Context: an optimization exercise on an open-source flow, tuned for small area and a short achievable clock period. The choices shown serve that exercise and are no tape-out recipe. In this exercise RTL edits were held to simulation tests only and were not proved equivalent to the original. Power figures rest on the tool's default switching activity, not on a simulated workload.

<file path="flow/run.sh">
#!/bin/bash
# synth_recipe.tcl (not shown) runs the flow's synth.tcl, then flattens the netlist and writes it again
# the make line also repeats each setting of config.mk as NAME=value (left out here)
make -C /OpenROAD-flow-scripts/flow DESIGN_CONFIG=/design/flow/config.mk WORK_HOME=/design/flow/orfs CLKGATE_MAP_FILE= SYNTH_SCRIPT=/design/flow/synth_recipe.tcl finish
</file>
<file path="flow/config.mk">
export PLATFORM = sky130hd
export DESIGN_NAME = mod3_1
export DESIGN_NICKNAME = mod3_1
export VERILOG_FILES = /design/flow/design.v
export SDC_FILE = /design/flow/constraint.sdc
export NUM_CORES = 4
export LEC_CHECK = 0
export CAP_MARGIN = 20
export CORE_MARGIN = 2
export CORE_UTILIZATION = 40
export SLEW_MARGIN = 20
</file>
<file path="flow/constraint.sdc">
create_clock -name core_clock -period 7.0 [get_ports {clk}]
set_input_delay 1.4000 -clock core_clock [delete_from_list [all_inputs] [get_ports {clk}]]
set_output_delay 1.4000 -clock core_clock [all_outputs]
set_load 0.01 [all_outputs]
</file>
<file path="flow/design.v">
`timescale 1ns / 1ps
module mod3_1(
input clk,
input reset_n,
input  signed [22:0]a,     
input  signed [22:0]b,     
input signed [16:0]c,     
output signed [39:0]y
    );
    reg signed [22:0] a1;
    reg signed [22:0] b1;
    reg signed [16:0] c1;
    reg signed [23:0] sum;
    reg signed [39:0]result;
    always@(posedge clk)
    begin
             if(!reset_n)
             begin
             a1<=0;
             b1<=0;
             c1<=0;
             sum <= 0;
             result <=0;
             end
             else begin
             a1<=a;
             b1<=b;
             c1<=c;
             sum <= a1-b1;
            result <= sum * c1;
             end
    end
  assign y = result;
endmodule
</file>
==> flow_summary.toml <==
[global_route]
grt_usage_pct = 20.9
grt_pass1_vias = 14878
grt_pass1_wl_um = 77400
overflow = 0
top_usage_layer = "met2"
met2_usage_pct = 35.8
antenna_found_initial = 0
gr-usage-met1_pct = 26.7
grt_max_degree = 79
use_met3_pct = 2.92

[critical_path]
arrival_ns = 7.01
critPathRequiredTime_ns = 7.36
worst_setup_path_start_kind = "flip-flop"
cp-end-kind = "flip-flop"
critPathKind = "reg -> reg"
critPathMaxFanout = 20

[pwr]
seqPwrFrac_pct = 14.8
intPower_mw = 3.49
power_mw = 6.76
combPwrFrac_pct = 71.4
switching_share_pct = 48.4
p_sw_mw = 3.27
pwr-share-clk_pct = 13.9
ir_drop_mv = 0.282
power_density_nw_per_um2 = 320
leakagePower_nw = 10.4

[sta]
layout_setup_ws_ns = 0.347
fin_crit_sh_pct = 95.0
hold_viol_final = 0
maxSlewHeadroom_pct = 44.1
fmax_mhz = 150
maxSlewViolCount = 0
setup_viol = 0
period_minus_slack_ns = 6.65
worst_pin_slew_ns = 0.837
rsz0062_at_grt = "false"
finClkSkew_ns = 0.0235

[final_layout]
final_cell_mix = "inv_1 (441), fa_1 (396), and2_1 (249), nand2_1 (230), ha_1 (120)"
n_antenna_cell = 0
final_common_cell = "inv_1"
synthToLayoutAreaGrowth_pct = 14.1
drive_gt1_share_pct = 5.54
final_nets = 2680

[place]
dp_slack_ns = -0.313
routabilityCongestion = 0.885
io_buffers = 104
place_hpwl_um = 38100

[die]
ios = 105
die_w_um = 219
initial_core_util_pct = 40.7
fp.dieH_um = 219
num_rows = 78
die-area_um2 = 48100
coreArea_um2 = 45600

[flow_run]
cap_violations = 0

[clock_network]
cts_tree = "done"
cts_root_buffer = "clkbuf_16"
cts_setup_buffers = 0
cts_buffer_depth = 2
htreeDepth = 4
clock-sinks = 127
clkTransAtPathRegs_ns = 0.08
cts_buffers = 17
insertion_delay_ns = 0.47
ctsHoldBuffers = 0

[detailed_routing]
avgViaCountPerCell = 4.87
first_pass_iters = 5
drc_errors = 0
antenna_left = 0
via_count = 13207
wirelength_um = 46000
wl_per_cell_um = 17.0
dr.first_iter.drc_count = 668

[synthesis]
synth.avg_cell_area_um2 = 9.31
synth_edf_count = 0
syn_nets = 2573
synth_top_flop_cell = "dfxtp_1"
yosysSeqAreaShare_pct = 13.7
ys_ff_latch = 127
async_flop_share_pct = 0
netlist_area_um2 = 18500
synth_cell_type_count = 59
yosysWarnings = 1
synth_cells = 1992

[run_status]
status = "no timing/DRC/antenna violations"

[min_path]
hp-class = "reg -> reg"
state kept, by name (all words and copies together) (netlist names):
signal  cells
a1         23
c1         17
result     40
sum        24
b1         23
cell families after synthesis:
kind of cell / count (synthesis) / synth area share, %
mux: 1 / 0.0540
flops: 127 / 13.7
compound gates: 144 / 5.26
buf+inv: 515 / 10.4
xor+xnor: 51 / 2.41
simple gates: 638 / 17.3
fa+ha+maj: 516 / 50.9
path summary, 6_finish.rpt:
kind | depth (start not counted) | slack, ns | startpoint | to
worst max-delay path | 22 | 0.35 | c1[5] | result[37]
worst min-delay path | 2 | 0.52 | b1[0] | sum[0]
worst max register to register | 22 | 0.35 | c1[5] | result[37]
worst min register to register | 2 | 0.52 | b1[0] | sum[0]
critical path: stages, from the launching register on:
cell and delay (ns):
dfxtp_2 0.45, buf_4 0.21, and2_1 0.16, fa_1 0.54, inv_1 0.05, fa_1 0.45
fa_1 0.59, inv_1 0.07, fa_1 0.46, fa_1 0.52, inv_1 0.05, fa_1 0.47
inv_1 0.04, ha_1 0.39, nand4_1 0.19, nor3_4 0.33, nand4_1 0.32, nand3_2 0.26
a21oi_2 0.12, a21oi_2 0.25, and2_1 0.19, o21ai_1 0.06, a2111oi_1 0.34
Yosys cell counts (all sizes together), types with 4 or more instances:
cell	n	area [µm²]
a31oi	4	25.0
fa	396	7930
a21o	15	113
o21ai	33	165
xnor2	32	280
and2	249	1560
dfxtp	127	2540
nand2b	14	87.6
nor2	83	312
nand2	230	863
nor3b	4	35.0
o211ai	4	30.0
nand4	5	31.3
nand3	4	20.0
ha	120	1500
a21oi	36	184
xor2	19	166
inv	442	1660
a211oi	5	37.5
clkbuf	68	255
o21a	15	113
buf	4	16.3
and3	8	50.1
nor2b	8	57.6
nor3	21	105
or3	5	31.3
o21bai	4	30.0
timing repair:
item,CTS,global route
resized for setup,7,12
hold endpoints to repair,0,0
setup endpoints to repair,5,8
cloned,0,0
cell type report:
type                            count  area, µm²
Fill cell                        4358      24400
Multi-Input combinational cell   1350      14100
Sequential cell                   127       2560
Inverter                          443       1660
Timing Repair Buffer              160       1480
Tap cell                          600        751
Clock buffer                       17        425
Clock inverter                     15        191
layer usage:
metal	wire [µm]	part of all wire, %
met2	22300	48
met3	2000	4.4
met1	20100	44
met5	0	0
met4	1650	3.6
stage by stage:
step	utilization, %	instances	TNS, ns	cell area [µm²]	hold slack [ns]
finish	46.4	2712	0	21200	0.524
global route	46.4	2712	0	21200	0.561
CTS	46.4	2712	0	21100	0.533
detailed placement	45.0	2680	-0.660	20500	0.517
global placement	45.0	2680	-0.440	20500	0.518
floorplan	-	1992	0	18500	0.478
power by group through the flow:
stage	registers, mW	clock network (mW)	logic [mW]
2_1_floorplan	0.974	0	3.36
3_3_place_gp	1.01	0	4.70
3_5_place_dp	1.01	0	4.82
4_1_cts	0.998	0.965	4.85
5_1_grt	1.01	0.990	5.54
6_report	0.999	0.938	4.83

static timing again, ports no longer ideal:
In the flow no input, the clock included, has a driving cell. The finished layout below was timed again as built, in two steps. Step 1: set_driving_cell puts a clkbuf_16 on clk and a buf_2 on each other input, an assumption about the parent block. Step 2 adds t to the input delays and takes it off the output delays; t is the mean of the earliest and latest rising clock arrival at the registers after step 1. Input paths then give back, and output paths get back, about the clock's delay inside the block. Three values: no drivers, after step 1, after step 2; two values: the first two.
shift t [ns]: 0.506
setup WS [ns]: 0.347 / 0.347 / 0.347
worst setup path at the end: register to register
worst data-port slew with drivers (ns): 0.06
After both steps this run still meets setup and hold. The setup slack of this run moves by 0.000 ns with the drivers and by 0.000 ns with both steps.
